From an optimization exercise on the open Yosys and OpenROAD flow, aimed at small area and a short achievable clock period; shortcuts taken in it are not production practice. No functional check of the RTL was part of any run shown here. No activity file was given, so power comes from the tool's default toggle rates.

==> flow/design.v (outline; a module is shown in full before it is edited, if it fits) <==
// module CannyEdge: 958 lines
module CannyEdge(dAddrRegRow, dAddrRegCol, bWE, bCE, InData, OutData,
	OPMode, bOPEnable, dReadReg, dWriteReg,	clk, rst_b);
  // ...
==> flow/flow/run.sh <==
#!/bin/bash
# Layout flow: the standard flow (standard.sh), unchanged synthesis, plus
#  1. fapol.py on the synthesized netlist: full adders are self-dual, so
#     each fa cell may be fed complemented inputs and give complemented
#     outputs; fapol picks the polarities that need the fewest inverters
#     and rewrites the netlist (registers and ports untouched).
#  2. port buffers of a plain buffer cell (buf_2) instead of the default pick,
#  3. the resizer's setup margin raised so repair_timing keeps shortening
#     the critical paths past the 10 ns constraint,
#  4. a clock tree of smaller buffers and no dummy loads.
# Each tool's output goes to a log file in this folder.
set -u
R=orfs/results/${FLOW_PLATFORM:-sky130hd}/CannyEdge/base
export BUFFER_PORTS_ARGS="-buffer_cell sky130_fd_sc_hd__buf_2"
export SETUP_SLACK_MARGIN=${MARGIN:-6.2}
export CTS_ARGS="-sink_clustering_enable -repair_clock_nets -dont_use_dummy_load -buf_list sky130_fd_sc_hd__clkbuf_8 -sink_clustering_size 16 -sink_clustering_max_diameter 60"
bash standard.sh synth > synth.log 2>&1 || exit 1
if python3 flow/fapol.py $R/1_2_yosys.v $R/1_2_yosys_fapol.v > fapol.log 2>&1; then
  cp $R/1_2_yosys.v $R/1_2_yosys_std.v
  cp $R/1_2_yosys_fapol.v $R/1_2_yosys.v
  rm -f $R/1_synth.odb $R/1_synth.sdc
fi
bash standard.sh > standard.log 2>&1
==> flow/flow/fapol.py <==
#!/usr/bin/env python3
"""Full-adder polarity optimisation on a Yosys gate netlist (sky130hd).

A full adder is self-dual: fa(~a,~b,~c) = (~sum, ~cout).  Yosys's adder
extraction leaves many inverters between full adders; this pass chooses,
for each fa cell, whether to use it "flipped" (fed and producing
complemented signals) so that the number of inverters needed is minimal,
then rewrites the netlist.  The logic function at every register and port
is unchanged; registers are untouched.
usage: fapol.py in.v out.v
"""
import re, sys, random

src = open(sys.argv[1]).read()
INV = 'sky130_fd_sc_hd__inv_1'
FA = re.compile(r'sky130_fd_sc_hd__fa_\d+$')
OUTPINS = {'X', 'Y', 'Q', 'Q_N', 'SUM', 'COUT', 'HI', 'LO'}

# cell instances: type name ( pins );
cell_re = re.compile(r'^(\s*)(sky130_fd_sc_hd__\w+)\s+(\S+)\s*\((.*?)\);\s*$', re.S | re.M)
pin_re = re.compile(r'\.(\w+)\(\s*(.*?)\s*\)(?=\s*,|\s*$)', re.S)

cells = []
for m in cell_re.finditer(src):
    typ, name, body = m.group(2), m.group(3), m.group(4)
    pins = [(p, n.strip()) for p, n in pin_re.findall(body)]
    cells.append({'typ': typ, 'name': name, 'pins': pins, 'span': m.span()})

driver = {}
loads = {}
for i, c in enumerate(cells):
    for p, n in c['pins']:
        if p in OUTPINS:
            driver[n] = (i, p)
        else:
            loads.setdefault(n, []).append((i, p))

def is_inv(i):
    return cells[i]['typ'] == INV

def root(n):
    """follow inverters back: returns (root net, parity)"""
    q = 0
    while n in driver and is_inv(driver[n][0]):
        c = cells[driver[n][0]]
        n = dict(c['pins'])['A']
        q ^= 1
    return n, q

fa_ids = [i for i, c in enumerate(cells) if FA.match(c['typ'])]
fa_set = set(fa_ids)
inv_ids = [i for i, c in enumerate(cells) if c['typ'] == INV]

# demands: for every non-inverter consumer pin, which (root, parity) it needs
# (for fa pins, parity is relative to the fa's flip)
demands = []   # (consumer cell or None, pin, root, q)
nets_out_ports = set()
for i, c in enumerate(cells):
    if c['typ'] == INV:
        continue
    for p, n in c['pins']:
        if p in OUTPINS:
            continue
        if n.startswith("1'") or n == '':
            continue
        r, q = root(n)
        demands.append((i, p, r, q))

# module outputs / assigns that read nets: keep these nets' polarity as-is
assign_re = re.compile(r'^\s*assign\s+(.*?)\s*=\s*(.*?);', re.M)
port_reads = []
for m in assign_re.finditer(src):
    rhs = m.group(2).strip()
    if rhs in driver or rhs in loads:
        r, q = root(rhs)
        port_reads.append((rhs, r, q))

def root_pol(r, flip):
    d = driver.get(r)
    if d and d[0] in fa_set:
        return flip[d[0]]
    return 0

by_root = {}
for i, p, r, q in demands:
    by_root.setdefault(r, []).append((i, q))
for _, r, q in port_reads:
    by_root.setdefault(r, []).append((None, q))
fa_roots = {}
for i in fa_ids:
    rs = set()
    for p, n in cells[i]['pins']:
        if p in OUTPINS:
            rs.add(n)
        elif not (n.startswith("1'") or n == ''):
            rs.add(root(n)[0])
    fa_roots[i] = [r for r in rs if r in by_root]

def root_cost(r, flip):
    rp = root_pol(r, flip)
    wants = set(q ^ (flip[i] if i in fa_set else 0) for i, q in by_root[r])
    return sum(1 for w in wants if w != rp)

def total(flip):
    return sum(root_cost(r, flip) for r in by_root)

def search(flip, seed):
    rnd = random.Random(seed)
    improved = True
    while improved:
        improved = False
        order = fa_ids[:]
        rnd.shuffle(order)
        for i in order:
            before = sum(root_cost(r, flip) for r in fa_roots[i])
            flip[i] ^= 1
            after = sum(root_cost(r, flip) for r in fa_roots[i])
            if after < before or (after == before and rnd.random() < 0.3):
                if after < before:
                    improved = True
            else:
                flip[i] ^= 1
    return total(flip)

start = {i: 0 for i in fa_ids}
print('inverters before', len(inv_ids), 'needed with no flips', total(start), file=sys.stderr)
best, flip = None, None
for seed in range(40):
    f = {i: (random.Random(1000 + seed).random() < 0.5) * 1 if seed else 0 for i in fa_ids}
    c = search(f, seed)
    if best is None or c < best:
        best, flip = c, dict(f)
print('needed after', best, 'flipped', sum(flip.values()), file=sys.stderr)

if len(sys.argv) > 2:
    # rewrite: every (root, polarity) needed gets a net
    newcells = []
    invnet = {}
    cnt = [0]
    def net_for(r, want):
        if want == root_pol(r, flip):
            return r
        if r not in invnet:
            cnt[0] += 1
            nn = f'_fapol_{cnt[0]}_'
            invnet[r] = nn
            ra = r + ' ' if r.startswith('\\') else r
            newcells.append(f'  {INV} fapol_inv_{cnt[0]} (\n    .A({ra}),\n    .Y({nn})\n  );\n')
        return invnet[r]
    out = []
    last = 0
    for i, c in enumerate(cells):
        s, e = c['span']
        out.append(src[last:s])
        last = e
        if c['typ'] == INV:
            continue   # all inverters are re-created as needed
        pins = []
        for p, n in c['pins']:
            if p not in OUTPINS and not (n.startswith("1'") or n == ''):
                r, q = root(n)
                want = q ^ (flip[i] if i in fa_set else 0)
                n = net_for(r, want)
            pins.append(f'    .{p}({n}' + (' )' if n.startswith('\\') else ')'))
        out.append(f"  {c['typ']} {c['name']} (\n" + ',\n'.join(pins) + '\n  );')
    out.append(src[last:])
    text = ''.join(out)
    # port assigns
    def fix_assign(m):
        lhs, rhs = m.group(1), m.group(2).strip()
        if rhs in driver or rhs in loads:
            r, q = root(rhs)
            nn = net_for(r, q)
            return m.group(0).replace(m.group(2), nn + ' ' if nn.startswith('\\') else nn)
        return m.group(0)
    text = assign_re.sub(fix_assign, text)
    wires = ''.join(f'  wire {n};\n' for n in invnet.values())
    text = text.replace('endmodule', wires + ''.join(newcells) + 'endmodule')
    open(sys.argv[2], 'w').write(text)

==> flow/standard.sh <==
#!/bin/bash
# synth_recipe.tcl (not shown) runs the flow's synth.tcl, then flattens the netlist and writes it again
# the make line also repeats each setting of config.mk as NAME=value (left out here)
make -C /OpenROAD-flow-scripts/flow DESIGN_CONFIG=/design/flow/config.mk WORK_HOME=/design/flow/orfs CLKGATE_MAP_FILE= SYNTH_SCRIPT=/design/flow/synth_recipe.tcl "${@:-finish}"
==> flow/config.mk <==
export PLATFORM = sky130hd
export DESIGN_NAME = CannyEdge
export DESIGN_NICKNAME = CannyEdge
export VERILOG_FILES = /design/flow/design.v
export SDC_FILE = /design/flow/constraint.sdc
export NUM_CORES = 4
export LEC_CHECK = 0
export CAP_MARGIN = 20
export CORE_MARGIN = 2
export CORE_UTILIZATION = 40
export SLEW_MARGIN = 20
==> flow/constraint.sdc <==
create_clock -name core_clock -period 10.0 [get_ports {clk}]
set_input_delay 2.0000 -clock core_clock [delete_from_list [all_inputs] [get_ports {clk}]]
set_output_delay 2.0000 -clock core_clock [all_outputs]
set_load 0.01 [all_outputs]
==> metrics.md, run 1 <==
| Metric | Value |
|---|---|
| Outcome | timing/DRC/antenna clean |
| Final Critical Period | 3.86 ns |
| Sw Share | 25.1% |
| Die X | 239 um |
| Slew HR | 22.7% |
| Multi-input logic area | 0.0125 mm^2 |
| Fraction of area in multi-input gates | 50.2% |
| Cell Area, Placed | 0.0233 mm^2 |
| Period utilization | 38.6% |
| Comb_multi_in | 1068 |
| Path type of the worst min-delay path | register to register |
| Global Route Usage Sum | 27.7% |
| Cell Int Power | 1.78 mW |
| Placed Cells | 2272 |
| Peak Freq | 0.259 GHz |
| Port bufs | 37 |
| Max layer used | met5 |
| Fin util | 45.4% |
| Post-Synthesis Cells | 1559 |
| Max-slew violations | 0 |
| Non-clk buf share | 5.07% |
| Max Fanout on Critical Path | 2 |
| Leakage | 8.94 nW |
| CP delay by family, top | adder cells |
| Total power | 2.37 mW |
| Vias per Instance | 6.04 |
| Syn Area/Cell | 14.2 um^2 |
| Post-route setup slack | 6.14 ns |
| Global placement routability congestion | 0.973 |
==> run 2: changes to the inputs <==
--- a/flow/design.v
+++ b/flow/design.v
@@ -166,4 +166,5 @@
 wire g_121 = x18[7] ^ g_116 ^ g_119;
 wire g_122 = (x18[7] & g_116) | (x18[7] & g_119) | (g_116 & g_119);
+wire [11:0] grp7 = {1'b0, 1'b0, 1'b0, g_120, g_118, g_114, g_110, g_106, g_102, g_98, g_95, x18[0]} + {1'b0, 1'b0, 1'b0, g_122, g_121, g_117, g_113, g_109, g_105, g_101, g_97, g_93};
 wire g_123 = x7[0] ^ x11[0] ^ x13[0];
 wire g_124 = (x7[0] & x11[0]) | (x7[0] & x13[0]) | (x11[0] & x13[0]);
@@ -196,415 +197,224 @@
 wire g_151 = x17[7] ^ g_146 ^ g_149;
 wire g_152 = (x17[7] & g_146) | (x17[7] & g_149) | (g_146 & g_149);
+wire [11:0] grp10 = {1'b0, 1'b0, 1'b0, g_150, g_148, g_144, g_140, g_136, g_132, g_128, g_125, x17[0]} + {1'b0, 1'b0, 1'b0, g_152, g_151, g_147, g_143, g_139, g_135, g_131, g_127, g_123};
 wire g_153 = x0[0] ^ x4[0] ^ x20[0];
 wire g_154 = (x0[0] & x4[0]) | (x0[0] & x20[0]) | (x4[0] & x20[0]);
-wire g_155 = x24[0] ^ ~x18[0] ^ g_3;
-wire g_156 = (x24[0] & ~x18[0]) | (x24[0] & g_3) | (~x18[0] & g_3);
-wire g_157 = ~g_93 ^ g_153 ^ g_5;
-wire g_158 = (~g_93 & g_153) | (~g_93 & g_5) | (g_153 & g_5);
+wire g_155 = x24[0] ^ 1'b1 ^ g_3;
+wire g_156 = (x24[0] & 1'b1) | (x24[0] & g_3) | (1'b1 & g_3);
+wire g_157 = g_153 ^ g_5 ^ g_155;
+wire g_158 = (g_153 & g_5) | (g_153 & g_155) | (g_5 & g_155);
 wire g_159 = x0[1] ^ x4[1] ^ x20[1];
 wire g_160 = (x0[1] & x4[1]) | (x0[1] & x20[1]) | (x4[1] & x20[1]);
-wire g_161 = x24[1] ^ x17[0] ^ 1'b1;
-wire g_162 = (x24[1] & x17[0]) | (x24[1] & 1'b1) | (x17[0] & 1'b1);
-wire g_163 = g_3 ^ ~g_95 ^ g_123;
-wire g_164 = (g_3 & ~g_95) | (g_3 & g_123) | (~g_95 & g_123);
-wire g_165 = g_154 ^ g_159 ^ g_161;
-wire g_166 = (g_154 & g_159) | (g_154 & g_161) | (g_159 & g_161);
-wire g_167 = ~g_97 ^ g_13 ^ g_5;
-wire g_168 = (~g_97 & g_13) | (~g_97 & g_5) | (g_13 & g_5);
-wire g_169 = g_156 ^ g_163 ^ g_165;
-wire g_170 = (g_156 & g_163) | (g_156 & g_165) | (g_163 & g_165);
-wire g_171 = g_15 ^ g_158 ^ g_167;
-wire g_172 = (g_15 & g_158) | (g_15 & g_167) | (g_158 & g_167);
-wire [2:0] glow = {1'b0, g_169, g_155} + {1'b0, g_171, g_157};
-wire g_173 = x0[2] ^ x4[2] ^ x20[2];
-wire g_174 = (x0[2] & x4[2]) | (x0[2] & x20[2]) | (x4[2] & x20[2]);
-wire g_175 = x24[2] ^ x2[0] ^ x10[0];
-wire g_176 = (x24[2] & x2[0]) | (x24[2] & x10[0]) | (x2[0] & x10[0]);
-wire g_177 = x14[0] ^ x22[0] ^ g_125;
-wire g_178 = (x14[0] & x22[0]) | (x14[0] & g_125) | (x22[0] & g_125);
-wire g_179 = g_160 ^ g_162 ^ g_173;
-wire g_180 = (g_160 & g_162) | (g_160 & g_173) | (g_162 & g_173);
-wire g_181 = g_175 ^ ~g_98 ^ g_127;
-wire g_182 = (g_175 & ~g_98) | (g_175 & g_127) | (~g_98 & g_127);
-wire g_183 = g_13 ^ ~g_101 ^ g_164;
-wire g_184 = (g_13 & ~g_101) | (g_13 & g_164) | (~g_101 & g_164);
-wire g_185 = g_166 ^ g_177 ^ g_179;
-wire g_186 = (g_166 & g_177) | (g_166 & g_179) | (g_177 & g_179);
-wire g_187 = g_15 ^ g_181 ^ g_25;
-wire g_188 = (g_15 & g_181) | (g_15 & g_25) | (g_181 & g_25);
-wire g_189 = g_168 ^ g_170 ^ g_183;
-wire g_190 = (g_168 & g_170) | (g_168 & g_183) | (g_170 & g_183);
-wire g_191 = g_185 ^ g_27;
-wire g_192 = g_185 & g_27;
-wire g_193 = x0[3] ^ x4[3] ^ x20[3];
-wire g_194 = (x0[3] & x4[3]) | (x0[3] & x20[3]) | (x4[3] & x20[3]);
-wire g_195 = x24[3] ^ x2[1] ^ x10[1];
-wire g_196 = (x24[3] & x2[1]) | (x24[3] & x10[1]) | (x2[1] & x10[1]);
-wire g_197 = x14[1] ^ x22[1] ^ x18[0];
-wire g_198 = (x14[1] & x22[1]) | (x14[1] & x18[0]) | (x22[1] & x18[0]);
-wire g_199 = x17[0] ^ g_93 ^ g_123;
-wire g_200 = (x17[0] & g_93) | (x17[0] & g_123) | (g_93 & g_123);
-wire g_201 = g_174 ^ g_176 ^ g_193;
-wire g_202 = (g_174 & g_176) | (g_174 & g_193) | (g_176 & g_193);
-wire g_203 = g_195 ^ g_197 ^ g_128;
-wire g_204 = (g_195 & g_197) | (g_195 & g_128) | (g_197 & g_128);
-wire g_205 = ~g_102 ^ ~g_105 ^ g_131;
-wire g_206 = (~g_102 & ~g_105) | (~g_102 & g_131) | (~g_105 & g_131);
-wire g_207 = g_178 ^ g_180 ^ g_199;
-wire g_208 = (g_178 & g_180) | (g_178 & g_199) | (g_180 & g_199);
-wire g_209 = g_201 ^ g_182 ^ g_203;
-wire g_210 = (g_201 & g_182) | (g_201 & g_203) | (g_182 & g_203);
-wire g_211 = g_25 ^ g_184 ^ g_186;
-wire g_212 = (g_25 & g_184) | (g_25 & g_186) | (g_184 & g_186);
-wire g_213 = g_205 ^ g_207 ^ g_28;
-wire g_214 = (g_205 & g_207) | (g_205 & g_28) | (g_207 & g_28);
-wire g_215 = g_27 ^ g_209 ^ g_192;
-wire g_216 = (g_27 & g_209) | (g_27 & g_192) | (g_209 & g_192);
-wire g_217 = g_39 ^ g_188;
-wire g_218 = g_39 & g_188;
-wire g_219 = x0[4] ^ x4[4] ^ x20[4];
-wire g_220 = (x0[4] & x4[4]) | (x0[4] & x20[4]) | (x4[4] & x20[4]);
-wire g_221 = x24[4] ^ x2[2] ^ x10[2];
-wire g_222 = (x24[4] & x2[2]) | (x24[4] & x10[2]) | (x2[2] & x10[2]);
-wire g_223 = x14[2] ^ x22[2] ^ x12[0];
-wire g_224 = (x14[2] & x22[2]) | (x14[2] & x12[0]) | (x22[2] & x12[0]);
-wire g_225 = g_95 ^ g_125 ^ g_194;
-wire g_226 = (g_95 & g_125) | (g_95 & g_194) | (g_125 & g_194);
-wire g_227 = g_196 ^ g_198 ^ g_219;
-wire g_228 = (g_196 & g_198) | (g_196 & g_219) | (g_198 & g_219);
-wire g_229 = g_221 ^ g_223 ^ g_97;
-wire g_230 = (g_221 & g_223) | (g_221 & g_97) | (g_223 & g_97);
-wire g_231 = g_127 ^ ~g_106 ^ ~g_109;
-wire g_232 = (g_127 & ~g_106) | (g_127 & ~g_109) | (~g_106 & ~g_109);
-wire g_233 = g_132 ^ g_135 ^ g_200;
-wire g_234 = (g_132 & g_135) | (g_132 & g_200) | (g_135 & g_200);
-wire g_235 = g_202 ^ g_225 ^ g_227;
-wire g_236 = (g_202 & g_225) | (g_202 & g_227) | (g_225 & g_227);
-wire g_237 = g_204 ^ g_229 ^ g_206;
-wire g_238 = (g_204 & g_229) | (g_204 & g_206) | (g_229 & g_206);
-wire g_239 = g_208 ^ g_231 ^ g_233;
-wire g_240 = (g_208 & g_231) | (g_208 & g_233) | (g_231 & g_233);
-wire g_241 = g_235 ^ g_28 ^ g_210;
-wire g_242 = (g_235 & g_28) | (g_235 & g_210) | (g_28 & g_210);
-wire g_243 = g_40 ^ g_51 ^ g_39;
-wire g_244 = (g_40 & g_51) | (g_40 & g_39) | (g_51 & g_39);
-wire g_245 = g_212 ^ g_237 ^ g_239;
-wire g_246 = (g_212 & g_237) | (g_212 & g_239) | (g_237 & g_239);
-wire g_247 = g_214 ^ g_218;
-wire g_248 = g_214 & g_218;
-wire g_249 = x0[5] ^ x4[5] ^ x20[5];
-wire g_250 = (x0[5] & x4[5]) | (x0[5] & x20[5]) | (x4[5] & x20[5]);
-wire g_251 = x24[5] ^ x2[3] ^ x10[3];
-wire g_252 = (x24[5] & x2[3]) | (x24[5] & x10[3]) | (x2[3] & x10[3]);
-wire g_253 = x14[3] ^ x22[3] ^ x12[1];
-wire g_254 = (x14[3] & x22[3]) | (x14[3] & x12[1]) | (x22[3] & x12[1]);
-wire g_255 = g_220 ^ g_222 ^ g_224;
-wire g_256 = (g_220 & g_222) | (g_220 & g_224) | (g_222 & g_224);
-wire g_257 = g_249 ^ g_251 ^ g_253;
-wire g_258 = (g_249 & g_251) | (g_249 & g_253) | (g_251 & g_253);
-wire g_259 = g_98 ^ g_128 ^ g_101;
-wire g_260 = (g_98 & g_128) | (g_98 & g_101) | (g_128 & g_101);
-wire g_261 = ~g_110 ^ ~g_113 ^ g_136;
-wire g_262 = (~g_110 & ~g_113) | (~g_110 & g_136) | (~g_113 & g_136);
-wire g_263 = g_139 ^ g_131 ^ g_226;
-wire g_264 = (g_139 & g_131) | (g_139 & g_226) | (g_131 & g_226);
-wire g_265 = g_228 ^ g_255 ^ g_257;
-wire g_266 = (g_228 & g_255) | (g_228 & g_257) | (g_255 & g_257);
-wire g_267 = g_230 ^ g_232 ^ g_234;
-wire g_268 = (g_230 & g_232) | (g_230 & g_234) | (g_232 & g_234);
-wire g_269 = g_236 ^ g_259 ^ g_261;
-wire g_270 = (g_236 & g_259) | (g_236 & g_261) | (g_259 & g_261);
-wire g_271 = g_263 ^ g_265 ^ g_52;
-wire g_272 = (g_263 & g_265) | (g_263 & g_52) | (g_265 & g_52);
-wire g_273 = g_63 ^ g_40 ^ g_51;
-wire g_274 = (g_63 & g_40) | (g_63 & g_51) | (g_40 & g_51);
-wire g_275 = g_238 ^ g_240 ^ g_267;
-wire g_276 = (g_238 & g_240) | (g_238 & g_267) | (g_240 & g_267);
-wire g_277 = g_269 ^ g_242 ^ g_244;
-wire g_278 = (g_269 & g_242) | (g_269 & g_244) | (g_242 & g_244);
-wire g_279 = g_246 ^ g_271;
-wire g_280 = g_246 & g_271;
-wire g_281 = x0[6] ^ x4[6] ^ x20[6];
-wire g_282 = (x0[6] & x4[6]) | (x0[6] & x20[6]) | (x4[6] & x20[6]);
-wire g_283 = x24[6] ^ x2[4] ^ x10[4];
-wire g_284 = (x24[6] & x2[4]) | (x24[6] & x10[4]) | (x2[4] & x10[4]);
-wire g_285 = x14[4] ^ x22[4] ^ x12[2];
-wire g_286 = (x14[4] & x22[4]) | (x14[4] & x12[2]) | (x22[4] & x12[2]);
-wire g_287 = g_250 ^ g_252 ^ g_254;
-wire g_288 = (g_250 & g_252) | (g_250 & g_254) | (g_252 & g_254);
-wire g_289 = g_281 ^ g_283 ^ g_285;
-wire g_290 = (g_281 & g_283) | (g_281 & g_285) | (g_283 & g_285);
-wire g_291 = g_102 ^ g_105 ^ ~g_114;
-wire g_292 = (g_102 & g_105) | (g_102 & ~g_114) | (g_105 & ~g_114);
-wire g_293 = ~g_117 ^ g_140 ^ g_143;
-wire g_294 = (~g_117 & g_140) | (~g_117 & g_143) | (g_140 & g_143);
-wire g_295 = g_132 ^ g_135 ^ g_256;
-wire g_296 = (g_132 & g_135) | (g_132 & g_256) | (g_135 & g_256);
-wire g_297 = g_258 ^ g_287 ^ g_289;
-wire g_298 = (g_258 & g_287) | (g_258 & g_289) | (g_287 & g_289);
-wire g_299 = g_260 ^ g_262 ^ g_264;
-wire g_300 = (g_260 & g_262) | (g_260 & g_264) | (g_262 & g_264);
-wire g_301 = g_266 ^ g_291 ^ g_293;
-wire g_302 = (g_266 & g_291) | (g_266 & g_293) | (g_291 & g_293);
-wire g_303 = g_295 ^ g_297 ^ g_64;
-wire g_304 = (g_295 & g_297) | (g_295 & g_64) | (g_297 & g_64);
-wire g_305 = g_75 ^ g_52 ^ g_63;
-wire g_306 = (g_75 & g_52) | (g_75 & g_63) | (g_52 & g_63);
-wire g_307 = g_268 ^ g_270 ^ g_299;
-wire g_308 = (g_268 & g_270) | (g_268 & g_299) | (g_270 & g_299);
-wire g_309 = g_301 ^ g_272 ^ g_274;
-wire g_310 = (g_301 & g_272) | (g_301 & g_274) | (g_272 & g_274);
-wire g_311 = g_276 ^ g_303 ^ g_305;
-wire g_312 = (g_276 & g_303) | (g_276 & g_305) | (g_303 & g_305);
-wire g_313 = x0[7] ^ x4[7] ^ x20[7];
-wire g_314 = (x0[7] & x4[7]) | (x0[7] & x20[7]) | (x4[7] & x20[7]);
-wire g_315 = x24[7] ^ x2[5] ^ x10[5];
-wire g_316 = (x24[7] & x2[5]) | (x24[7] & x10[5]) | (x2[5] & x10[5]);
-wire g_317 = x14[5] ^ x22[5] ^ x12[3];
-wire g_318 = (x14[5] & x22[5]) | (x14[5] & x12[3]) | (x22[5] & x12[3]);
-wire g_319 = g_282 ^ g_284 ^ g_286;
-wire g_320 = (g_282 & g_284) | (g_282 & g_286) | (g_284 & g_286);
-wire g_321 = g_313 ^ g_315 ^ g_317;
-wire g_322 = (g_313 & g_315) | (g_313 & g_317) | (g_315 & g_317);
-wire g_323 = g_106 ^ g_109 ^ ~g_118;
-wire g_324 = (g_106 & g_109) | (g_106 & ~g_118) | (g_109 & ~g_118);
-wire g_325 = ~g_121 ^ g_144 ^ g_147;
-wire g_326 = (~g_121 & g_144) | (~g_121 & g_147) | (g_144 & g_147);
-wire g_327 = g_136 ^ g_139 ^ g_288;
-wire g_328 = (g_136 & g_139) | (g_136 & g_288) | (g_139 & g_288);
-wire g_329 = g_290 ^ g_319 ^ g_321;
-wire g_330 = (g_290 & g_319) | (g_290 & g_321) | (g_319 & g_321);
-wire g_331 = g_292 ^ g_294 ^ g_296;
-wire g_332 = (g_292 & g_294) | (g_292 & g_296) | (g_294 & g_296);
-wire g_333 = g_298 ^ g_323 ^ g_325;
-wire g_334 = (g_298 & g_323) | (g_298 & g_325) | (g_323 & g_325);
-wire g_335 = g_327 ^ g_329 ^ g_76;
-wire g_336 = (g_327 & g_329) | (g_327 & g_76) | (g_329 & g_76);
-wire g_337 = g_87 ^ g_64 ^ g_75;
-wire g_338 = (g_87 & g_64) | (g_87 & g_75) | (g_64 & g_75);
-wire g_339 = g_300 ^ g_302 ^ g_331;
-wire g_340 = (g_300 & g_302) | (g_300 & g_331) | (g_302 & g_331);
-wire g_341 = g_333 ^ g_304 ^ g_306;
-wire g_342 = (g_333 & g_304) | (g_333 & g_306) | (g_304 & g_306);
-wire g_343 = g_308 ^ g_335 ^ g_337;
-wire g_344 = (g_308 & g_335) | (g_308 & g_337) | (g_335 & g_337);
-wire g_345 = x2[6] ^ x10[6] ^ x14[6];
-wire g_346 = (x2[6] & x10[6]) | (x2[6] & x14[6]) | (x10[6] & x14[6]);
-wire g_347 = x22[6] ^ x12[4] ^ ~g_120;
-wire g_348 = (x22[6] & x12[4]) | (x22[6] & ~g_120) | (x12[4] & ~g_120);
-wire g_349 = g_314 ^ g_316 ^ g_318;
-wire g_350 = (g_314 & g_316) | (g_314 & g_318) | (g_316 & g_318);
-wire g_351 = g_345 ^ g_110 ^ g_113;
-wire g_352 = (g_345 & g_110) | (g_345 & g_113) | (g_110 & g_113);
-wire g_353 = ~g_122 ^ g_148 ^ g_151;
-wire g_354 = (~g_122 & g_148) | (~g_122 & g_151) | (g_148 & g_151);
-wire g_355 = g_140 ^ g_143 ^ g_320;
-wire g_356 = (g_140 & g_143) | (g_140 & g_320) | (g_143 & g_320);
-wire g_357 = g_322 ^ g_347 ^ g_349;
-wire g_358 = (g_322 & g_347) | (g_322 & g_349) | (g_347 & g_349);
-wire g_359 = g_324 ^ g_326 ^ g_328;
-wire g_360 = (g_324 & g_326) | (g_324 & g_328) | (g_326 & g_328);
-wire g_361 = g_330 ^ g_351 ^ g_353;
-wire g_362 = (g_330 & g_351) | (g_330 & g_353) | (g_351 & g_353);
-wire g_363 = g_355 ^ g_357 ^ g_88;
-wire g_364 = (g_355 & g_357) | (g_355 & g_88) | (g_357 & g_88);
-wire g_365 = g_91 ^ g_76 ^ g_87;
-wire g_366 = (g_91 & g_76) | (g_91 & g_87) | (g_76 & g_87);
-wire g_367 = g_332 ^ g_334 ^ g_359;
-wire g_368 = (g_332 & g_334) | (g_332 & g_359) | (g_334 & g_359);
-wire g_369 = g_361 ^ g_336 ^ g_338;
-wire g_370 = (g_361 & g_336) | (g_361 & g_338) | (g_336 & g_338);
-wire g_371 = g_340 ^ g_363 ^ g_365;
-wire g_372 = (g_340 & g_363) | (g_340 & g_365) | (g_363 & g_365);
-wire g_373 = x2[7] ^ x10[7] ^ x14[7];
-wire g_374 = (x2[7] & x10[7]) | (x2[7] & x14[7]) | (x10[7] & x14[7]);
-wire g_375 = x22[7] ^ ~1'b0 ^ ~1'b0;
-wire g_376 = (x22[7] & ~1'b0) | (x22[7] & ~1'b0) | (~1'b0 & ~1'b0);
-wire g_377 = x12[5] ^ g_150 ^ g_346;
-wire g_378 = (x12[5] & g_150) | (x12[5] & g_346) | (g_150 & g_346);
-wire g_379 = g_373 ^ g_375 ^ g_114;
-wire g_380 = (g_373 & g_375) | (g_373 & g_114) | (g_375 & g_114);
-wire g_381 = g_117 ^ g_152 ^ g_144;
-wire g_382 = (g_117 & g_152) | (g_117 & g_144) | (g_152 & g_144);
-wire g_383 = g_147 ^ g_348 ^ g_350;
-wire g_384 = (g_147 & g_348) | (g_147 & g_350) | (g_348 & g_350);
-wire g_385 = g_377 ^ g_90 ^ g_352;
-wire g_386 = (g_377 & g_90) | (g_377 & g_352) | (g_90 & g_352);
-wire g_387 = g_354 ^ g_356 ^ g_358;
-wire g_388 = (g_354 & g_356) | (g_354 & g_358) | (g_356 & g_358);
-wire g_389 = g_379 ^ g_381 ^ g_383;
-wire g_390 = (g_379 & g_381) | (g_379 & g_383) | (g_381 & g_383);
-wire g_391 = g_92 ^ g_88 ^ g_91;
-wire g_392 = (g_92 & g_88) | (g_92 & g_91) | (g_88 & g_91);
-wire g_393 = g_360 ^ g_362 ^ g_385;
-wire g_394 = (g_360 & g_362) | (g_360 & g_385) | (g_362 & g_385);
-wire g_395 = g_387 ^ g_389 ^ g_364;
-wire g_396 = (g_387 & g_389) | (g_387 & g_364) | (g_389 & g_364);
-wire g_397 = g_366 ^ g_368 ^ g_391;
-wire g_398 = (g_366 & g_368) | (g_366 & g_391) | (g_368 & g_391);
-wire g_399 = ~1'b0 ^ ~1'b0 ^ x12[6];
-wire g_400 = (~1'b0 & ~1'b0) | (~1'b0 & x12[6]) | (~1'b0 & x12[6]);
-wire g_401 = g_374 ^ g_376 ^ g_399;
-wire g_402 = (g_374 & g_376) | (g_374 & g_399) | (g_376 & g_399);
-wire g_403 = g_118 ^ g_121 ^ g_148;
-wire g_404 = (g_118 & g_121) | (g_118 & g_148) | (g_121 & g_148);
-wire g_405 = g_151 ^ g_378 ^ g_401;
-wire g_406 = (g_151 & g_378) | (g_151 & g_401) | (g_378 & g_401);
-wire g_407 = g_90 ^ g_380 ^ g_382;
-wire g_408 = (g_90 & g_380) | (g_90 & g_382) | (g_380 & g_382);
-wire g_409 = g_384 ^ g_403 ^ g_405;
-wire g_410 = (g_384 & g_403) | (g_384 & g_405) | (g_403 & g_405);
-wire g_411 = g_92 ^ g_386 ^ g_388;
-wire g_412 = (g_92 & g_386) | (g_92 & g_388) | (g_386 & g_388);
-wire g_413 = g_390 ^ g_407 ^ g_409;
-wire g_414 = (g_390 & g_407) | (g_390 & g_409) | (g_407 & g_409);
-wire g_415 = g_392 ^ g_394;
-wire g_416 = g_392 & g_394;
-wire g_417 = ~1'b0 ^ ~1'b0 ^ x12[7];
-wire g_418 = (~1'b0 & ~1'b0) | (~1'b0 & x12[7]) | (~1'b0 & x12[7]);
-wire g_419 = g_120 ^ g_150 ^ g_400;
-wire g_420 = (g_120 & g_150) | (g_120 & g_400) | (g_150 & g_400);
-wire g_421 = g_417 ^ g_122 ^ g_152;
-wire g_422 = (g_417 & g_122) | (g_417 & g_152) | (g_122 & g_152);
-wire g_423 = g_402 ^ g_419 ^ g_404;
-wire g_424 = (g_402 & g_419) | (g_402 & g_404) | (g_419 & g_404);
-wire g_425 = g_406 ^ g_421 ^ g_408;
-wire g_426 = (g_406 & g_421) | (g_406 & g_408) | (g_421 & g_408);
-wire g_427 = g_410 ^ g_423;
-wire g_428 = g_410 & g_423;
-wire g_429 = g_418 ^ g_420;
-wire g_430 = g_418 & g_420;
-assign gsum0 = {1'b1, 1'b1, g_422, g_412, g_411, g_393, g_367, g_339, g_307, g_273, g_241, g_190, g_172};
-assign gsum1 = {1'b0, g_430, g_424, g_414, g_413, g_370, g_342, g_310, g_280, g_275, g_216, g_211, g_187};
-assign gsum2 = {1'b0, 1'b0, g_428, g_425, g_396, g_372, g_344, g_312, g_278, g_248, g_243, g_213, g_189};
-assign gsum3 = {1'b0, 1'b0, g_426, g_416, g_398, g_395, g_369, g_341, g_309, g_277, g_245, g_215, glow[2]};
-assign gsum4 = {1'b0, 1'b0, g_429, g_427, g_415, g_397, g_371, g_343, g_311, g_279, g_247, g_217, g_191};
+wire g_161 = x24[1] ^ g_3 ^ g_154;
+wire g_162 = (x24[1] & g_3) | (x24[1] & g_154) | (g_3 & g_154);
+wire g_163 = g_159 ^ g_13 ^ g_5;
+wire g_164 = (g_159 & g_13) | (g_159 & g_5) | (g_13 & g_5);
+wire g_165 = g_156 ^ g_161 ^ g_15;
+wire g_166 = (g_156 & g_161) | (g_156 & g_15) | (g_161 & g_15);
+wire g_167 = g_158 ^ g_163 ^ g_165;
+wire g_168 = (g_158 & g_163) | (g_158 & g_165) | (g_163 & g_165);
+wire g_169 = ~grp7[1] ^ grp10[0];
+wire g_170 = ~grp7[1] & grp10[0];
+wire [2:0] glow = {1'b0, g_167, ~grp7[0]} + {1'b0, g_169, g_157};
+wire g_171 = x0[2] ^ x4[2] ^ x20[2];
+wire g_172 = (x0[2] & x4[2]) | (x0[2] & x20[2]) | (x4[2] & x20[2]);
+wire g_173 = x24[2] ^ x2[0] ^ x10[0];
+wire g_174 = (x24[2] & x2[0]) | (x24[2] & x10[0]) | (x2[0] & x10[0]);
+wire g_175 = x14[0] ^ x22[0] ^ g_160;
+wire g_176 = (x14[0] & x22[0]) | (x14[0] & g_160) | (x22[0] & g_160);
+wire g_177 = g_171 ^ g_173 ^ g_13;
+wire g_178 = (g_171 & g_173) | (g_171 & g_13) | (g_173 & g_13);
+wire g_179 = g_162 ^ g_175 ^ g_15;
+wire g_180 = (g_162 & g_175) | (g_162 & g_15) | (g_175 & g_15);
+wire g_181 = g_25 ^ g_164 ^ g_177;
+wire g_182 = (g_25 & g_164) | (g_25 & g_177) | (g_164 & g_177);
+wire g_183 = g_27 ^ g_166 ^ g_179;
+wire g_184 = (g_27 & g_166) | (g_27 & g_179) | (g_166 & g_179);
+wire g_185 = g_181 ^ ~grp7[2] ^ grp10[1];
+wire g_186 = (g_181 & ~grp7[2]) | (g_181 & grp10[1]) | (~grp7[2] & grp10[1]);
+wire g_187 = x0[3] ^ x4[3] ^ x20[3];
+wire g_188 = (x0[3] & x4[3]) | (x0[3] & x20[3]) | (x4[3] & x20[3]);
+wire g_189 = x24[3] ^ x2[1] ^ x10[1];
+wire g_190 = (x24[3] & x2[1]) | (x24[3] & x10[1]) | (x2[1] & x10[1]);
+wire g_191 = x14[1] ^ x22[1] ^ g_172;
+wire g_192 = (x14[1] & x22[1]) | (x14[1] & g_172) | (x22[1] & g_172);
+wire g_193 = g_174 ^ g_187 ^ g_189;
+wire g_194 = (g_174 & g_187) | (g_174 & g_189) | (g_187 & g_189);
+wire g_195 = g_176 ^ g_191 ^ g_193;
+wire g_196 = (g_176 & g_191) | (g_176 & g_193) | (g_191 & g_193);
+wire g_197 = g_25 ^ g_178 ^ g_195;
+wire g_198 = (g_25 & g_178) | (g_25 & g_195) | (g_178 & g_195);
+wire g_199 = g_28 ^ g_27 ^ g_180;
+wire g_200 = (g_28 & g_27) | (g_28 & g_180) | (g_27 & g_180);
+wire g_201 = g_39 ^ g_182 ^ g_197;
+wire g_202 = (g_39 & g_182) | (g_39 & g_197) | (g_182 & g_197);
+wire g_203 = grp7[0] ^ ~grp7[3] ^ grp10[2];
+wire g_204 = (grp7[0] & ~grp7[3]) | (grp7[0] & grp10[2]) | (~grp7[3] & grp10[2]);
+wire g_205 = grp10[0] ^ g_184;
+wire g_206 = grp10[0] & g_184;
+wire g_207 = x0[4] ^ x4[4] ^ x20[4];
+wire g_208 = (x0[4] & x4[4]) | (x0[4] & x20[4]) | (x4[4] & x20[4]);
+wire g_209 = x24[4] ^ x2[2] ^ x10[2];
+wire g_210 = (x24[4] & x2[2]) | (x24[4] & x10[2]) | (x2[2] & x10[2]);
+wire g_211 = x14[2] ^ x22[2] ^ x12[0];
+wire g_212 = (x14[2] & x22[2]) | (x14[2] & x12[0]) | (x22[2] & x12[0]);
+wire g_213 = g_188 ^ g_190 ^ g_207;
+wire g_214 = (g_188 & g_190) | (g_188 & g_207) | (g_190 & g_207);
+wire g_215 = g_209 ^ g_211 ^ g_192;
+wire g_216 = (g_209 & g_211) | (g_209 & g_192) | (g_211 & g_192);
+wire g_217 = g_194 ^ g_213 ^ g_196;
+wire g_218 = (g_194 & g_213) | (g_194 & g_196) | (g_213 & g_196);
+wire g_219 = g_215 ^ g_28 ^ g_40;
+wire g_220 = (g_215 & g_28) | (g_215 & g_40) | (g_28 & g_40);
+wire g_221 = g_51 ^ g_39 ^ g_198;
+wire g_222 = (g_51 & g_39) | (g_51 & g_198) | (g_39 & g_198);
+wire g_223 = g_217 ^ grp7[1] ^ ~grp7[4];
+wire g_224 = (g_217 & grp7[1]) | (g_217 & ~grp7[4]) | (grp7[1] & ~grp7[4]);
+wire g_225 = grp10[3] ^ grp10[1] ^ g_200;
+wire g_226 = (grp10[3] & grp10[1]) | (grp10[3] & g_200) | (grp10[1] & g_200);
+wire g_227 = g_202 ^ g_219 ^ g_221;
+wire g_228 = (g_202 & g_219) | (g_202 & g_221) | (g_219 & g_221);
+wire g_229 = x0[5] ^ x4[5] ^ x20[5];
+wire g_230 = (x0[5] & x4[5]) | (x0[5] & x20[5]) | (x4[5] & x20[5]);
+wire g_231 = x24[5] ^ x2[3] ^ x10[3];
+wire g_232 = (x24[5] & x2[3]) | (x24[5] & x10[3]) | (x2[3] & x10[3]);
+wire g_233 = x14[3] ^ x22[3] ^ x12[1];
+wire g_234 = (x14[3] & x22[3]) | (x14[3] & x12[1]) | (x22[3] & x12[1]);
+wire g_235 = g_208 ^ g_210 ^ g_212;
+wire g_236 = (g_208 & g_210) | (g_208 & g_212) | (g_210 & g_212);
+wire g_237 = g_229 ^ g_231 ^ g_233;
+wire g_238 = (g_229 & g_231) | (g_229 & g_233) | (g_231 & g_233);
+wire g_239 = g_214 ^ g_235 ^ g_237;
+wire g_240 = (g_214 & g_235) | (g_214 & g_237) | (g_235 & g_237);
+wire g_241 = g_216 ^ g_239 ^ g_52;
+wire g_242 = (g_216 & g_239) | (g_216 & g_52) | (g_239 & g_52);
+wire g_243 = g_63 ^ g_40 ^ g_51;
+wire g_244 = (g_63 & g_40) | (g_63 & g_51) | (g_40 & g_51);
+wire g_245 = g_218 ^ grp7[2] ^ ~grp7[5];
+wire g_246 = (g_218 & grp7[2]) | (g_218 & ~grp7[5]) | (grp7[2] & ~grp7[5]);
+wire g_247 = grp10[4] ^ grp10[2] ^ g_220;
+wire g_248 = (grp10[4] & grp10[2]) | (grp10[4] & g_220) | (grp10[2] & g_220);
+wire g_249 = g_222 ^ g_241 ^ g_243;
+wire g_250 = (g_222 & g_241) | (g_222 & g_243) | (g_241 & g_243);
+wire g_251 = g_224 ^ g_245;
+wire g_252 = g_224 & g_245;
+wire g_253 = x0[6] ^ x4[6] ^ x20[6];
+wire g_254 = (x0[6] & x4[6]) | (x0[6] & x20[6]) | (x4[6] & x20[6]);
+wire g_255 = x24[6] ^ x2[4] ^ x10[4];
+wire g_256 = (x24[6] & x2[4]) | (x24[6] & x10[4]) | (x2[4] & x10[4]);
+wire g_257 = x14[4] ^ x22[4] ^ x12[2];
+wire g_258 = (x14[4] & x22[4]) | (x14[4] & x12[2]) | (x22[4] & x12[2]);
+wire g_259 = g_230 ^ g_232 ^ g_234;
+wire g_260 = (g_230 & g_232) | (g_230 & g_234) | (g_232 & g_234);
+wire g_261 = g_253 ^ g_255 ^ g_257;
+wire g_262 = (g_253 & g_255) | (g_253 & g_257) | (g_255 & g_257);
+wire g_263 = g_236 ^ g_238 ^ g_259;
+wire g_264 = (g_236 & g_238) | (g_236 & g_259) | (g_238 & g_259);
+wire g_265 = g_261 ^ g_240 ^ g_263;
+wire g_266 = (g_261 & g_240) | (g_261 & g_263) | (g_240 & g_263);
+wire g_267 = g_64 ^ g_75 ^ g_52;
+wire g_268 = (g_64 & g_75) | (g_64 & g_52) | (g_75 & g_52);
+wire g_269 = g_63 ^ g_265 ^ grp7[3];
+wire g_270 = (g_63 & g_265) | (g_63 & grp7[3]) | (g_265 & grp7[3]);
+wire g_271 = ~grp7[6] ^ grp10[5] ^ grp10[3];
+wire g_272 = (~grp7[6] & grp10[5]) | (~grp7[6] & grp10[3]) | (grp10[5] & grp10[3]);
+wire g_273 = g_242 ^ g_244 ^ g_267;
+wire g_274 = (g_242 & g_244) | (g_242 & g_267) | (g_244 & g_267);
+wire g_275 = g_246 ^ g_269 ^ g_271;
+wire g_276 = (g_246 & g_269) | (g_246 & g_271) | (g_269 & g_271);
+wire g_277 = x0[7] ^ x4[7] ^ x20[7];
+wire g_278 = (x0[7] & x4[7]) | (x0[7] & x20[7]) | (x4[7] & x20[7]);
+wire g_279 = x24[7] ^ x2[5] ^ x10[5];
+wire g_280 = (x24[7] & x2[5]) | (x24[7] & x10[5]) | (x2[5] & x10[5]);
+wire g_281 = x14[5] ^ x22[5] ^ x12[3];
+wire g_282 = (x14[5] & x22[5]) | (x14[5] & x12[3]) | (x22[5] & x12[3]);
+wire g_283 = g_254 ^ g_256 ^ g_258;
+wire g_284 = (g_254 & g_256) | (g_254 & g_258) | (g_256 & g_258);
+wire g_285 = g_277 ^ g_279 ^ g_281;
+wire g_286 = (g_277 & g_279) | (g_277 & g_281) | (g_279 & g_281);
+wire g_287 = g_260 ^ g_262 ^ g_283;
+wire g_288 = (g_260 & g_262) | (g_260 & g_283) | (g_262 & g_283);
+wire g_289 = g_285 ^ g_264 ^ g_287;
+wire g_290 = (g_285 & g_264) | (g_285 & g_287) | (g_264 & g_287);
+wire g_291 = g_76 ^ g_87 ^ g_64;
+wire g_292 = (g_76 & g_87) | (g_76 & g_64) | (g_87 & g_64);
+wire g_293 = g_75 ^ g_266 ^ g_289;
+wire g_294 = (g_75 & g_266) | (g_75 & g_289) | (g_266 & g_289);
+wire g_295 = grp7[4] ^ ~grp7[7] ^ grp10[6];
+wire g_296 = (grp7[4] & ~grp7[7]) | (grp7[4] & grp10[6]) | (~grp7[7] & grp10[6]);
+wire g_297 = grp10[4] ^ g_268 ^ g_291;
+wire g_298 = (grp10[4] & g_268) | (grp10[4] & g_291) | (g_268 & g_291);
+wire g_299 = g_293 ^ g_270 ^ g_272;
+wire g_300 = (g_293 & g_270) | (g_293 & g_272) | (g_270 & g_272);
+wire g_301 = x2[6] ^ x10[6] ^ x14[6];
+wire g_302 = (x2[6] & x10[6]) | (x2[6] & x14[6]) | (x10[6] & x14[6]);
+wire g_303 = x22[6] ^ x12[4] ^ g_278;
+wire g_304 = (x22[6] & x12[4]) | (x22[6] & g_278) | (x12[4] & g_278);
+wire g_305 = g_280 ^ g_282 ^ g_301;
+wire g_306 = (g_280 & g_282) | (g_280 & g_301) | (g_282 & g_301);
+wire g_307 = g_284 ^ g_286 ^ g_303;
+wire g_308 = (g_284 & g_286) | (g_284 & g_303) | (g_286 & g_303);
+wire g_309 = g_305 ^ g_288 ^ g_307;
+wire g_310 = (g_305 & g_288) | (g_305 & g_307) | (g_288 & g_307);
+wire g_311 = g_88 ^ g_91 ^ g_76;
+wire g_312 = (g_88 & g_91) | (g_88 & g_76) | (g_91 & g_76);
+wire g_313 = g_87 ^ g_290 ^ g_309;
+wire g_314 = (g_87 & g_290) | (g_87 & g_309) | (g_290 & g_309);
+wire g_315 = grp7[5] ^ ~grp7[8] ^ grp10[7];
+wire g_316 = (grp7[5] & ~grp7[8]) | (grp7[5] & grp10[7]) | (~grp7[8] & grp10[7]);
+wire g_317 = grp10[5] ^ g_292 ^ g_294;
+wire g_318 = (grp10[5] & g_292) | (grp10[5] & g_294) | (g_292 & g_294);
+wire g_319 = g_311 ^ g_313 ^ g_296;
+wire g_320 = (g_311 & g_313) | (g_311 & g_296) | (g_313 & g_296);
+wire g_321 = x2[7] ^ x10[7] ^ x14[7];
+wire g_322 = (x2[7] & x10[7]) | (x2[7] & x14[7]) | (x10[7] & x14[7]);
+wire g_323 = x22[7] ^ x12[5] ^ g_302;
+wire g_324 = (x22[7] & x12[5]) | (x22[7] & g_302) | (x12[5] & g_302);
+wire g_325 = g_321 ^ g_304 ^ g_306;
+wire g_326 = (g_321 & g_304) | (g_321 & g_306) | (g_304 & g_306);
+wire g_327 = g_323 ^ g_90 ^ g_308;
+wire g_328 = (g_323 & g_90) | (g_323 & g_308) | (g_90 & g_308);
+wire g_329 = g_325 ^ g_92 ^ g_88;
+wire g_330 = (g_325 & g_92) | (g_325 & g_88) | (g_92 & g_88);
+wire g_331 = g_91 ^ g_310 ^ g_327;
+wire g_332 = (g_91 & g_310) | (g_91 & g_327) | (g_310 & g_327);
+wire g_333 = grp7[6] ^ ~grp7[9] ^ grp10[8];
+wire g_334 = (grp7[6] & ~grp7[9]) | (grp7[6] & grp10[8]) | (~grp7[9] & grp10[8]);
+wire g_335 = grp10[6] ^ g_312 ^ g_314;
+wire g_336 = (grp10[6] & g_312) | (grp10[6] & g_314) | (g_312 & g_314);
+wire g_337 = g_329 ^ g_331 ^ g_316;
+wire g_338 = (g_329 & g_331) | (g_329 & g_316) | (g_331 & g_316);
+wire g_339 = x12[6] ^ g_322 ^ g_324;
+wire g_340 = (x12[6] & g_322) | (x12[6] & g_324) | (g_322 & g_324);
+wire g_341 = g_90 ^ g_326 ^ g_339;
+wire g_342 = (g_90 & g_326) | (g_90 & g_339) | (g_326 & g_339);
+wire g_343 = g_92 ^ g_328 ^ g_341;
+wire g_344 = (g_92 & g_328) | (g_92 & g_341) | (g_328 & g_341);
+wire g_345 = grp7[7] ^ ~grp7[10] ^ grp10[9];
+wire g_346 = (grp7[7] & ~grp7[10]) | (grp7[7] & grp10[9]) | (~grp7[10] & grp10[9]);
+wire g_347 = grp10[7] ^ g_330 ^ g_332;
+wire g_348 = (grp10[7] & g_330) | (grp10[7] & g_332) | (g_330 & g_332);
+wire g_349 = g_343 ^ g_334;
+wire g_350 = g_343 & g_334;
+wire g_351 = x12[7] ^ g_340 ^ g_342;
+wire g_352 = (x12[7] & g_340) | (x12[7] & g_342) | (g_340 & g_342);
+wire g_353 = grp7[8] ^ ~grp7[11] ^ grp10[10];
+wire g_354 = (grp7[8] & ~grp7[11]) | (grp7[8] & grp10[10]) | (~grp7[11] & grp10[10]);
+wire g_355 = grp10[8] ^ g_344 ^ g_351;
+wire g_356 = (grp10[8] & g_344) | (grp10[8] & g_351) | (g_344 & g_351);
+wire g_357 = 1'b1 ^ grp7[9] ^ grp10[11];
+wire g_358 = (1'b1 & grp7[9]) | (1'b1 & grp10[11]) | (grp7[9] & grp10[11]);
+assign gsum0 = {grp7[11], grp7[10], grp10[9], g_346, g_345, g_333, g_315, g_295, g_248, g_226, g_206, g_199, g_168};
+assign gsum1 = {grp10[11], grp10[10], g_352, g_353, g_336, g_318, g_298, g_274, g_250, g_228, g_204, g_201, g_183};
+assign gsum2 = {1'b1, 1'b1, g_354, g_348, g_347, g_335, g_317, g_297, g_273, g_247, g_223, g_186, g_170};
+assign gsum3 = {1'b0, g_358, g_356, g_350, g_338, g_320, g_300, g_276, g_252, g_249, g_225, g_203, glow[2]};
+assign gsum4 = {1'b0, 1'b0, g_357, g_355, g_349, g_337, g_319, g_299, g_275, g_251, g_227, g_205, g_185};
+wire signed [10:0] gx_n = {3'b0, x2} + {3'b0, x12} + {2'b0, x7, 1'b0}
+                        - {3'b0, x0} - {3'b0, x10} - {2'b0, x5, 1'b0};
+wire signed [10:0] gy_n = {3'b0, x0} + {3'b0, x2} + {2'b0, x1, 1'b0}
+                        - {3'b0, x10} - {3'b0, x12} - {2'b0, x11, 1'b0};
 wire sx = Gx[10], sy = Gy[10];
 wire [10:0] A = Gx ^ {11{sx}};
 wire [10:0] B = Gy ^ {11{sy}};
-wire gx_1 = x2[0] ^ x12[0] ^ ~x0[0];
-wire gx_2 = (x2[0] & x12[0]) | (x2[0] & ~x0[0]) | (x12[0] & ~x0[0]);
-wire gx_3 = x2[1] ^ x12[1] ^ x7[0];
-wire gx_4 = (x2[1] & x12[1]) | (x2[1] & x7[0]) | (x12[1] & x7[0]);
-wire gx_5 = ~x0[1] ^ ~x10[1] ^ ~x5[0];
-wire gx_6 = (~x0[1] & ~x10[1]) | (~x0[1] & ~x5[0]) | (~x10[1] & ~x5[0]);
-wire gx_7 = gx_2 ^ gx_3;
-wire gx_8 = gx_2 & gx_3;
-wire gx_9 = x2[2] ^ x12[2] ^ x7[1];
-wire gx_10 = (x2[2] & x12[2]) | (x2[2] & x7[1]) | (x12[2] & x7[1]);
-wire gx_11 = ~x0[2] ^ ~x10[2] ^ ~x5[1];
-wire gx_12 = (~x0[2] & ~x10[2]) | (~x0[2] & ~x5[1]) | (~x10[2] & ~x5[1]);
-wire gx_13 = 1'b1 ^ gx_4 ^ gx_6;
-wire gx_14 = (1'b1 & gx_4) | (1'b1 & gx_6) | (gx_4 & gx_6);
-wire gx_15 = gx_9 ^ gx_11 ^ gx_8;
-wire gx_16 = (gx_9 & gx_11) | (gx_9 & gx_8) | (gx_11 & gx_8);
-wire gx_17 = x2[3] ^ x12[3] ^ x7[2];
-wire gx_18 = (x2[3] & x12[3]) | (x2[3] & x7[2]) | (x12[3] & x7[2]);
-wire gx_19 = ~x0[3] ^ ~x10[3] ^ ~x5[2];
-wire gx_20 = (~x0[3] & ~x10[3]) | (~x0[3] & ~x5[2]) | (~x10[3] & ~x5[2]);
-wire gx_21 = gx_10 ^ gx_12 ^ gx_17;
-wire gx_22 = (gx_10 & gx_12) | (gx_10 & gx_17) | (gx_12 & gx_17);
-wire gx_23 = gx_19 ^ gx_14 ^ gx_21;
-wire gx_24 = (gx_19 & gx_14) | (gx_19 & gx_21) | (gx_14 & gx_21);
-wire gx_25 = x2[4] ^ x12[4] ^ x7[3];
-wire gx_26 = (x2[4] & x12[4]) | (x2[4] & x7[3]) | (x12[4] & x7[3]);
-wire gx_27 = ~x0[4] ^ ~x10[4] ^ ~x5[3];
-wire gx_28 = (~x0[4] & ~x10[4]) | (~x0[4] & ~x5[3]) | (~x10[4] & ~x5[3]);
-wire gx_29 = gx_18 ^ gx_20 ^ gx_25;
-wire gx_30 = (gx_18 & gx_20) | (gx_18 & gx_25) | (gx_20 & gx_25);
-wire gx_31 = gx_27 ^ gx_22 ^ gx_29;
-wire gx_32 = (gx_27 & gx_22) | (gx_27 & gx_29) | (gx_22 & gx_29);
-wire gx_33 = x2[5] ^ x12[5] ^ x7[4];
-wire gx_34 = (x2[5] & x12[5]) | (x2[5] & x7[4]) | (x12[5] & x7[4]);
-wire gx_35 = ~x0[5] ^ ~x10[5] ^ ~x5[4];
-wire gx_36 = (~x0[5] & ~x10[5]) | (~x0[5] & ~x5[4]) | (~x10[5] & ~x5[4]);
-wire gx_37 = gx_26 ^ gx_28 ^ gx_33;
-wire gx_38 = (gx_26 & gx_28) | (gx_26 & gx_33) | (gx_28 & gx_33);
-wire gx_39 = gx_35 ^ gx_30 ^ gx_37;
-wire gx_40 = (gx_35 & gx_30) | (gx_35 & gx_37) | (gx_30 & gx_37);
-wire gx_41 = x2[6] ^ x12[6] ^ x7[5];
-wire gx_42 = (x2[6] & x12[6]) | (x2[6] & x7[5]) | (x12[6] & x7[5]);
-wire gx_43 = ~x0[6] ^ ~x10[6] ^ ~x5[5];
-wire gx_44 = (~x0[6] & ~x10[6]) | (~x0[6] & ~x5[5]) | (~x10[6] & ~x5[5]);
-wire gx_45 = gx_34 ^ gx_36 ^ gx_41;
-wire gx_46 = (gx_34 & gx_36) | (gx_34 & gx_41) | (gx_36 & gx_41);
-wire gx_47 = gx_43 ^ gx_38 ^ gx_45;
-wire gx_48 = (gx_43 & gx_38) | (gx_43 & gx_45) | (gx_38 & gx_45);
-wire gx_49 = x2[7] ^ x12[7] ^ x7[6];
-wire gx_50 = (x2[7] & x12[7]) | (x2[7] & x7[6]) | (x12[7] & x7[6]);
-wire gx_51 = ~x0[7] ^ ~x10[7] ^ ~x5[6];
-wire gx_52 = (~x0[7] & ~x10[7]) | (~x0[7] & ~x5[6]) | (~x10[7] & ~x5[6]);
-wire gx_53 = gx_42 ^ gx_44 ^ gx_49;
-wire gx_54 = (gx_42 & gx_44) | (gx_42 & gx_49) | (gx_44 & gx_49);
-wire gx_55 = gx_51 ^ gx_46 ^ gx_53;
-wire gx_56 = (gx_51 & gx_46) | (gx_51 & gx_53) | (gx_46 & gx_53);
-wire gx_57 = x7[7] ^ ~x5[7] ^ gx_50;
-wire gx_58 = (x7[7] & ~x5[7]) | (x7[7] & gx_50) | (~x5[7] & gx_50);
-wire gx_59 = gx_52 ^ gx_54 ^ gx_57;
-wire gx_60 = (gx_52 & gx_54) | (gx_52 & gx_57) | (gx_54 & gx_57);
-wire [10:0] gx_r0 = {1'b1, gx_58, gx_56, gx_48, gx_40, gx_32, gx_24, gx_16, gx_13, gx_5, ~x10[0]};
-wire [10:0] gx_r1 = {1'b0, gx_60, gx_59, gx_55, gx_47, gx_39, gx_31, gx_23, gx_15, gx_7, gx_1};
-wire gy_1 = x0[0] ^ x2[0] ^ ~x10[0];
-wire gy_2 = (x0[0] & x2[0]) | (x0[0] & ~x10[0]) | (x2[0] & ~x10[0]);
-wire gy_3 = x0[1] ^ x2[1] ^ x1[0];
-wire gy_4 = (x0[1] & x2[1]) | (x0[1] & x1[0]) | (x2[1] & x1[0]);
-wire gy_5 = ~x10[1] ^ ~x12[1] ^ ~x11[0];
-wire gy_6 = (~x10[1] & ~x12[1]) | (~x10[1] & ~x11[0]) | (~x12[1] & ~x11[0]);
-wire gy_7 = gy_2 ^ gy_3;
-wire gy_8 = gy_2 & gy_3;
-wire gy_9 = x0[2] ^ x2[2] ^ x1[1];
-wire gy_10 = (x0[2] & x2[2]) | (x0[2] & x1[1]) | (x2[2] & x1[1]);
-wire gy_11 = ~x10[2] ^ ~x12[2] ^ ~x11[1];
-wire gy_12 = (~x10[2] & ~x12[2]) | (~x10[2] & ~x11[1]) | (~x12[2] & ~x11[1]);
-wire gy_13 = 1'b1 ^ gy_4 ^ gy_6;
-wire gy_14 = (1'b1 & gy_4) | (1'b1 & gy_6) | (gy_4 & gy_6);
-wire gy_15 = gy_9 ^ gy_11 ^ gy_8;
-wire gy_16 = (gy_9 & gy_11) | (gy_9 & gy_8) | (gy_11 & gy_8);
-wire gy_17 = x0[3] ^ x2[3] ^ x1[2];
-wire gy_18 = (x0[3] & x2[3]) | (x0[3] & x1[2]) | (x2[3] & x1[2]);
-wire gy_19 = ~x10[3] ^ ~x12[3] ^ ~x11[2];
-wire gy_20 = (~x10[3] & ~x12[3]) | (~x10[3] & ~x11[2]) | (~x12[3] & ~x11[2]);
-wire gy_21 = gy_10 ^ gy_12 ^ gy_17;
-wire gy_22 = (gy_10 & gy_12) | (gy_10 & gy_17) | (gy_12 & gy_17);
-wire gy_23 = gy_19 ^ gy_14 ^ gy_21;
-wire gy_24 = (gy_19 & gy_14) | (gy_19 & gy_21) | (gy_14 & gy_21);
-wire gy_25 = x0[4] ^ x2[4] ^ x1[3];
-wire gy_26 = (x0[4] & x2[4]) | (x0[4] & x1[3]) | (x2[4] & x1[3]);
-wire gy_27 = ~x10[4] ^ ~x12[4] ^ ~x11[3];
-wire gy_28 = (~x10[4] & ~x12[4]) | (~x10[4] & ~x11[3]) | (~x12[4] & ~x11[3]);
-wire gy_29 = gy_18 ^ gy_20 ^ gy_25;
-wire gy_30 = (gy_18 & gy_20) | (gy_18 & gy_25) | (gy_20 & gy_25);
-wire gy_31 = gy_27 ^ gy_22 ^ gy_29;
-wire gy_32 = (gy_27 & gy_22) | (gy_27 & gy_29) | (gy_22 & gy_29);
-wire gy_33 = x0[5] ^ x2[5] ^ x1[4];
-wire gy_34 = (x0[5] & x2[5]) | (x0[5] & x1[4]) | (x2[5] & x1[4]);
-wire gy_35 = ~x10[5] ^ ~x12[5] ^ ~x11[4];
-wire gy_36 = (~x10[5] & ~x12[5]) | (~x10[5] & ~x11[4]) | (~x12[5] & ~x11[4]);
-wire gy_37 = gy_26 ^ gy_28 ^ gy_33;
-wire gy_38 = (gy_26 & gy_28) | (gy_26 & gy_33) | (gy_28 & gy_33);
-wire gy_39 = gy_35 ^ gy_30 ^ gy_37;
-wire gy_40 = (gy_35 & gy_30) | (gy_35 & gy_37) | (gy_30 & gy_37);
-wire gy_41 = x0[6] ^ x2[6] ^ x1[5];
-wire gy_42 = (x0[6] & x2[6]) | (x0[6] & x1[5]) | (x2[6] & x1[5]);
-wire gy_43 = ~x10[6] ^ ~x12[6] ^ ~x11[5];
-wire gy_44 = (~x10[6] & ~x12[6]) | (~x10[6] & ~x11[5]) | (~x12[6] & ~x11[5]);
-wire gy_45 = gy_34 ^ gy_36 ^ gy_41;
-wire gy_46 = (gy_34 & gy_36) | (gy_34 & gy_41) | (gy_36 & gy_41);
-wire gy_47 = gy_43 ^ gy_38 ^ gy_45;
-wire gy_48 = (gy_43 & gy_38) | (gy_43 & gy_45) | (gy_38 & gy_45);
-wire gy_49 = x0[7] ^ x2[7] ^ x1[6];
-wire gy_50 = (x0[7] & x2[7]) | (x0[7] & x1[6]) | (x2[7] & x1[6]);
-wire gy_51 = ~x10[7] ^ ~x12[7] ^ ~x11[6];
-wire gy_52 = (~x10[7] & ~x12[7]) | (~x10[7] & ~x11[6]) | (~x12[7] & ~x11[6]);
-wire gy_53 = gy_42 ^ gy_44 ^ gy_49;
-wire gy_54 = (gy_42 & gy_44) | (gy_42 & gy_49) | (gy_44 & gy_49);
-wire gy_55 = gy_51 ^ gy_46 ^ gy_53;
-wire gy_56 = (gy_51 & gy_46) | (gy_51 & gy_53) | (gy_46 & gy_53);
-wire gy_57 = x1[7] ^ ~x11[7] ^ gy_50;
-wire gy_58 = (x1[7] & ~x11[7]) | (x1[7] & gy_50) | (~x11[7] & gy_50);
-wire gy_59 = gy_52 ^ gy_54 ^ gy_57;
-wire gy_60 = (gy_52 & gy_54) | (gy_52 & gy_57) | (gy_54 & gy_57);
-wire [10:0] gy_r0 = {1'b1, gy_58, gy_56, gy_48, gy_40, gy_32, gy_24, gy_16, gy_13, gy_5, ~x12[0]};
-wire [10:0] gy_r1 = {1'b0, gy_60, gy_59, gy_55, gy_47, gy_39, gy_31, gy_23, gy_15, gy_7, gy_1};
 wire sg_1 = A[0] ^ B[0] ^ sx;
 wire sg_2 = (A[0] & B[0]) | (A[0] & sx) | (B[0] & sx);
@@ -953,6 +763,6 @@
 	end
 	if (rst_b && step && m_sob && st == 2'd0) begin
-		Gx <= gx_r0 + gx_r1;
-		Gy <= gy_r0 + gy_r1;
+		Gx <= gx_n;
+		Gy <= gy_n;
 	end
 end
==> run 2 against run 1 <==
Wire length rose by 2.8%. Sequential power barely moved. Largest cell class unchanged. Area after synthesis is 0.81% lower. Synthesized cell count up 1.2%. Non-clock buffer count is 4 lower. Utilization is 1.2 points higher. Maximum frequency down 4.6%. Still clean. Die area down 0.79%. First-iteration DRC count fell by 5.6%. Via count up 1.8%. Sequential share of layout area down 0.35 points. Clock skew about the same.
==> metrics.md, run 2 <==
| Metric | Value |
|---|---|
| Outcome | timing/DRC/antenna clean |
| H-tree Lvls | 1 |
| Die area | 0.0567 mm^2 |
| Layout Skew | 0.0614 ns |
| Leakage | 9.17 nW (+2.6%) |
| Max layer used | met5 |
| Syn Area/Cell | 13.9 um^2 (-2.0%) |
| Root Driver | clkbuf_8 |
| Arrival time at the worst endpoint | 4.40 ns |
| Total power | 2.50 mW (+5.5%) |
| CTS tree | yes |
| Hold Slack | 0.485 ns |
| Largest Register | regX |
| Port bufs | 37 (unchanged) |
| Largest net degree at the start of global routing | 57 |
| Post-Synthesis Cells | 1578 (+1.2%) |
| Global Route Usage Sum | 28.4% (+0.69 points) |
| Max-slew violations | 0 (unchanged) |
| Dpl hpwl | 61500 um |
| Max FFs per register | 200 |
| Leading cell type in the layout, fill and taps excluded | edfxtp_1 |
| RSZ-0062 raised after global routing | true |
| Post-DR wirelength/cell | 33.1 um |
| Clock latency at the later pin of the worst-skew pair | 0.66 ns |
| Peak Freq | 0.247 GHz (-4.6%) |
| CP Cell Sequence | fa_1, fa_1, ha_4, a21oi_2, nor2_1, nor2_2, o21bai_1, a21oi_2, xor2_2, buf_6, fa_1, fa_2 |
| Final Critical Period | 4.05 ns (+0.188 ns) |
| Die X | 238 um (-0.40%) |
| Max incr delay on CP | 0.58 ns |
| Post-route antenna net violation count | 0 |
| Path type of the worst min-delay path | register to register |
| Period utilization | 40.5% (+1.9 points) |
| Final hold vios | 0 |
| Post-layout nets | 2182 |
| Max Fanout on Critical Path | 3 (+1) |
| Final setup fails | 0 |
| Layout cell share with drive strength beyond 1 | 22.4% |
| Crit end category | register |
| Initial antenna violation count | 4 |
| Core Box Area | 0.0540 mm^2 |
| Synth warnings | 2 |
| Rows | 85 |
| Max-cap violations | 0 |
| CP delay by family, top | adder cells |
| Met2 WL | 34100 um |
| Drt drc | 0 |
| Die Height | 238 um |
| Req. time, crit path | 10.35 ns |
| Reg clk slew, reported paths | 0.09 ns |
| Area grow syn2layout | 14.8% |
| Biggest regs | regX x200, gs3 x12 |
| Commonest non-fill, non-tap cells in the layout | edfxtp_1, fa_1, ha_1, inv_1, buf_4 |
| Total Wirelength | 80400 um |
| Bufs on Longest Clock Path | 3 |
| Syn_nets | 2025 |
| # clock sinks | 317 |
| Met3 routed WL | 8960 um |
| Fill cells | 4746 |
| DRT met1 WL | 31300 um |
| Fin util | 46.6% (+1.2 points) |
| CTS Buf Count | 31 |
| Slew HR | 30.2% (+7.5 points) |
| Crit path kind | register to register |
| Number of global-route vias before repair | 15100 |
| Final setup TNS | 0 ns |
| Slew of the pin with the lowest slew margin | 1.05 ns |
| Total gr overflow | 0 |
| Via count | 14800 |
| Vias per Instance | 6.11 (+1.2%) |
| Synth Cell Area | 0.0219 mm^2 |
| First-pass GRT wire length | 112000 um |
| Critical path launch point type | register |
| Maximum VDD drop | 0.0915 mV |
| CP bufs+invs | 1 |
| Ports | 38 |
| Most used cell, CP | fa_1 |
| First-pass iteration count of the detailed router | 8 |
| Starting Density | 40.6% |
| Global placement routability congestion | 1.03 (+6.3%) |
| Initial detailed-routing violation count | 1739 |
| Slowest stage cell, crit path | fa_1 |
| PwrDens | 99.3 mW/mm^2 |
-- run 2: routing by layer --
metal  GRT usage, %  vias up
li1               -     6018
met1           37.8     7617
met2           41.9      946
met3           7.61      254
met4           16.8        6
met5              0        -
-- run 2: final cells by class --
cell class	instances	area [um^2]	share of cell area (%)
clock buffer	31	427	1.69
tap	696	871	3.46
antenna	1	2.50	0.00994
sequential	317	9410	37.4
inverter	131	492	1.95
multi-input combinational	1089	12700	50.5
timing repair buffer	165	1270	5.05
-- run 2: final timing paths --
path | from | to | slack (ns) | cells after the start
worst min register to register | Out_gradient[3]$_DFFE_PN0P_ | Out_gradient[3]$_DFFE_PN0P_ | 0.49 | 1
max in group asynchronous | rst_b | dc[0]$_DFFE_PN1P_ | 8.40 | 1
worst max-delay path | regX[6][2]$_DFFE_PP_ | gs4[4]$_DFFE_PP_ | 5.95 | 12
min in group asynchronous | rst_b | Out_gf[0]$_DFFE_PN0P_ | 1.25 | 1
worst min-delay path | Out_gradient[3]$_DFFE_PN0P_ | Out_gradient[3]$_DFFE_PN0P_ | 0.49 | 1
worst max register to register | regX[6][2]$_DFFE_PP_ | gs4[4]$_DFFE_PP_ | 5.95 | 12
-- run 2: metrics by stage --
stage | cell area [um^2] | cells | worst slack [ns]
finish | 25200 | 2430 | 5.95
CTS | 24500 | 2395 | 5.99
floorplan | 22000 | 1578 | 5.91
detailed placement | 23000 | 2295 | 4.56
global route | 25200 | 2430 | 5.84
global placement | 23000 | 2295 | 4.72
-- run 2: timing repair --
item	CTS	global route
pin swaps	55	55
hold buffers	0	0
setup buffers	69	34
endpoints found under the hold margin	0	0
resized for setup	120	78
setup endpoints to repair	253	195
-- run 2: report_power, final --
| group | switching [mW] | internal, mW |
|---|---|---|
| clock network | 0.431 | 0.273 |
| logic | 0.184 | 0.111 |
| registers | 0.0318 | 1.47 |

-- static timing again, ports no longer ideal --
The results above use ideal ports. As a check the final layouts listed here were re-extracted and re-timed, cells and wires unchanged. Step 1: set_driving_cell puts a clkbuf_16 on clk and a buf_2 on each other input, an assumption about the parent block. Step 2 also shifts input and output timing later by t, the mid clock arrival at the registers, as if the neighbouring blocks saw the same clock. a / b / c = ideal ports / drivers / drivers and shift; a / b = the first two.
run	t, ns	setup WS [ns]
run 1	0.688	6.135 / 6.135 / 5.575
run 2	0.686	5.947 / 5.947 / 5.504
After both steps every run listed still meets setup and hold.
